Context: an optimization exercise on an open-source flow, tuned for small area, a short achievable clock period and few clock cycles. The choices shown serve that exercise and are no tape-out recipe.
Only simulation tests tie the RTL to the original design; equivalence was not proved.

the previous run:
==> flow/design.v <==
module Adder(
	sum,		 
	a,		 
	b,		 
	ci		 
	);
parameter W = 16;
output [W-1:0] sum;
input [W-1:0] a, b;
input ci;
wire [W-1:0] p = a ^ b;
wire [W-1:0] g = a & b;
AdderPG #(W) pg(sum, {p[W-1:1], p[0] ^ ci}, {g[W-1:1], g[0] | (p[0] & ci)});
endmodule
module AdderL1(
	sum,		 
	p,		 
	g1,		 
	p1		 
	);
parameter W = 16;
localparam L = (W > 16) ? 5 : (W > 8) ? 4 : (W > 4) ? 3 : (W > 2) ? 2 : 1;	 
output [W-1:0] sum;
input [W-1:0] p, g1, p1;
wire [W*(L+1)-1:0] G, P;
assign G[2*W-1:W] = g1;
assign P[2*W-1:W] = p1;
genvar l, i;
generate
	for (l = 1; l < L; l = l + 1) begin: level
		for (i = 0; i < W; i = i + 1) begin: col
			if (i >= (1 << l)) begin: comb
				assign G[(l+1)*W+i] = G[l*W+i] | (P[l*W+i] & G[l*W+i-(1<<l)]);
				assign P[(l+1)*W+i] = P[l*W+i] & P[l*W+i-(1<<l)];
			end else begin: pass
				assign G[(l+1)*W+i] = G[l*W+i];
				assign P[(l+1)*W+i] = P[l*W+i];
			end
		end
	end
endgenerate
assign sum = p ^ {G[L*W+W-2:L*W], 1'b0};
endmodule
module AdderPG(
	sum,		 
	p,		 
	g		 
	);
parameter W = 16;
localparam L = (W > 16) ? 5 : (W > 8) ? 4 : (W > 4) ? 3 : (W > 2) ? 2 : 1;	 
output [W-1:0] sum;
input [W-1:0] p, g;
wire [W*(L+1)-1:0] G, P;
assign G[W-1:0] = g;
assign P[W-1:0] = p;
genvar l, i;
generate
	for (l = 0; l < L; l = l + 1) begin: level
		for (i = 0; i < W; i = i + 1) begin: col
			if (i >= (1 << l)) begin: comb
				assign G[(l+1)*W+i] = G[l*W+i] | (P[l*W+i] & G[l*W+i-(1<<l)]);
				assign P[(l+1)*W+i] = P[l*W+i] & P[l*W+i-(1<<l)];
			end else begin: pass
				assign G[(l+1)*W+i] = G[l*W+i];
				assign P[(l+1)*W+i] = P[l*W+i];
			end
		end
	end
endgenerate
assign sum = p ^ {G[L*W+W-2:L*W], 1'b0};
endmodule
module Control(
	RegWrite,	 
	WriteAddr,	 
	RType,		 
	Sub,		 
	MemRead,	 
	MemWrite,	 
	Branch,		 
	Jump,		 
	Instr		 
	);
output RegWrite;
output [2:0] WriteAddr;
output RType, Sub, MemRead, MemWrite, Branch, Jump;
input [16:0] Instr;
wire [3:0] OpCode = Instr[16:13];
assign RType    = (OpCode == 4'd0) | (OpCode == 4'd1);
assign Sub      = (OpCode == 4'd1);
assign MemRead  = (OpCode == 4'd3);
assign MemWrite = (OpCode == 4'd4);
assign Branch   = (OpCode == 4'd5);
assign Jump     = (OpCode == 4'd8);
assign WriteAddr = RType ? Instr[6:4] : Instr[9:7];
assign RegWrite = (RType | MemRead | (OpCode == 4'd6)) && (WriteAddr != 3'd0);
endmodule
module PMIPSL0(
	imemaddr, 	 
	dmemaddr,	 
	dmemwdata,	 
	dmemwrite,	 
	dmemread,	 
	aluresult,	 
	clock,
	imemrdata,	 
	dmemrdata,	 
	reset		 
	);
output [15:0] imemaddr;
output [15:0] dmemaddr;
output [15:0] dmemwdata;
output dmemwrite;
output dmemread;
output [15:0] aluresult;
input clock;
input [16:0] imemrdata;
input [15:0] dmemrdata;
input reset;
reg [15:1] SeqPC;	 
reg [15:1] Target;	 
reg Redirect;		 
reg MemReadX;		 
reg MemWriteX;		 
reg WriteX;		 
reg [2:0] WaddrX;
reg [15:0] B;		 
reg [15:0] AddP;	 
reg [15:0] AddG1;	 
reg [15:1] AddP1;	 
wire [15:0] sum;
AdderL1 #(16) add(sum, AddP, AddG1, {AddP1, 1'b0});
wire [15:0] wdata = MemReadX ? dmemrdata : sum;
assign dmemaddr = sum;
assign dmemwdata = B;
assign dmemread = MemReadX;
assign dmemwrite = MemWriteX;
assign aluresult = sum;
wire [15:1] fetch = Redirect ? Target : SeqPC;
assign imemaddr = {fetch, 1'b0};
wire [2:0] frs = imemrdata[12:10];
wire [2:0] frt = imemrdata[9:7];
wire [15:0] fimm = {{9{imemrdata[6]}}, imemrdata[6:0]};
wire fwrite, frtype, fsub, fmemread, fmemwrite, fbranch, fjump;
wire [2:0] fwaddr;
Control ctl(fwrite, fwaddr, frtype, fsub, fmemread, fmemwrite, fbranch, fjump, imemrdata);
reg [15:0] regcell[1:7];
integer i;
always @(posedge clock)
	for (i = 1; i < 8; i = i + 1)
		if (WriteX && WaddrX == i) regcell[i] <= wdata;
wire [15:0] ra = (frs == 3'd0) ? 16'd0 : regcell[frs];
wire [15:0] rb = (frt == 3'd0) ? 16'd0 : regcell[frt];
wire bypa = WriteX && (WaddrX == frs);
wire bypb = WriteX && (WaddrX == frt);
wire [15:0] fa = bypa ? wdata : ra;
wire [15:0] fb = bypb ? wdata : rb;
wire feq = (frs == frt) || (fa == fb);
wire [15:0] fop2 = frtype ? (fsub ? ~fb : fb) : fimm;
wire [15:0] fp = {fa[15:1] ^ fop2[15:1], fa[0] ^ (frtype ? fb[0] : fimm[0])};
wire [15:0] fg = {fa[15:1] & fop2[15:1], frtype ? (fsub ? fa[0] | ~fb[0] : fa[0] & fb[0]) : fa[0] & fimm[0]};
wire [15:1] fseq = fetch + 1'b1;
wire [15:1] fbt;
Adder #(15) pcadd(fbt, fetch, fimm[14:0], 1'b1);
always @(posedge clock)
	if (reset) begin
		Redirect <= 1'b0;
		MemReadX <= 1'b0;
		MemWriteX <= 1'b0;
		WriteX <= 1'b0;
		SeqPC <= 0;
	end else begin
		Redirect <= (fbranch && feq) || fjump;
		MemReadX <= fmemread;
		MemWriteX <= fmemwrite;
		WriteX <= fwrite;
		SeqPC <= fseq;
	end
always @(posedge clock) begin
	WaddrX <= fwaddr;
	B <= fb;
	AddP <= fp;
	AddG1 <= {fg[15:1] | (fp[15:1] & fg[14:0]), fg[0]};
	AddP1 <= fp[15:1] & fp[14:0];
	Target <= fjump ? {fseq[15:14], imemrdata[12:0]} : fbt;
end
endmodule
Settings: LEC_CHECK=0, CAP_MARGIN=20, CORE_MARGIN=2, CORE_UTILIZATION=40, CTS_BUF_LIST=sky130_fd_sc_hd__clkbuf_8 sky130_fd_sc_hd__clkbuf_16, PLACE_DENSITY=0.6, SETUP_SLACK_MARGIN=2.8, SLEW_MARGIN=20, SYNTH_HIERARCHICAL=1; clock period 6.0 ns.
run.sh (not shown) runs the stock make flow with config.mk's settings and CLKGATE_MAP_FILE= SYNTH_SCRIPT=/design/flow/synth_recipe.tcl, a recipe that flattens the netlist after the stock synthesis.
Testbench counts of the previous run, summed over its fixed seeds: cycles 51,137.
Here is what was changed in the inputs of the current run compared with the previous run.
Settings: a change of PLACE_DENSITY from 0.6 to 0.7; a change of CTS_BUF_LIST from sky130_fd_sc_hd__clkbuf_8 sky130_fd_sc_hd__clkbuf_16 to sky130_fd_sc_hd__clkbuf_8; an added CTS_CLUSTER_SIZE of 12; a change of CORE_UTILIZATION from 40 to 55; a change of SETUP_SLACK_MARGIN from 2.8 to 3.0; an added CTS_CLUSTER_DIAMETER of 40; an added TNS_END_PERCENT of 10.
Notes after the runs:
- The current run closes out successfully: all stages finished, all timing, DRC and antenna checks passed.
- The previous run: no failed stages, no open violations at the end
- First-pass GRT wire length was lower in the previous run than in the current run.
- Area overhead of the layout relative to synthesis, the current run and the previous run: higher on the previous run
- Comparing the current run against the previous run, there is no change at all in sequential cell count.

==> re-timing with driven ports <==
The flow's constraints put no driver on any port. The routed layouts listed below were extracted and timed again, unchanged, in two steps. Step 1 (the two cells are an assumption about what drives the block):
set clk [get_ports {clock}]
set_driving_cell -lib_cell sky130_fd_sc_hd__clkbuf_16 $clk
set_driving_cell -lib_cell sky130_fd_sc_hd__buf_2 [delete_from_list [all_inputs] $clk]
Step 2 moves the port delays by t, midway between the first and last clock arrival at a register: inputs arrive t later, outputs are due t later. That takes back most of the time a late clock gives input paths. a / b / c = no drivers / after step 1 / after step 2; a / b = the first two.
run | t (ns) | slack for setup (ns) | hold slack, ns | slew at the worst register clock pin (ns) | cell pins on the clock port's net
the previous run | 0.583 | 2.718 / 2.666 / 2.135 | 0.618 / 0.618 / 0.618 | 0.06 / 0.06 | 1
the current run | 0.565 | 2.714 / 2.712 / 2.170 | 0.615 / 0.615 / 0.615 | 0.08 / 0.08 | 1
After both steps every run listed still meets setup and hold. The setup slack of the previous run, which loses most, moves by -0.052 ns with the drivers and by -0.583 ns with both steps.
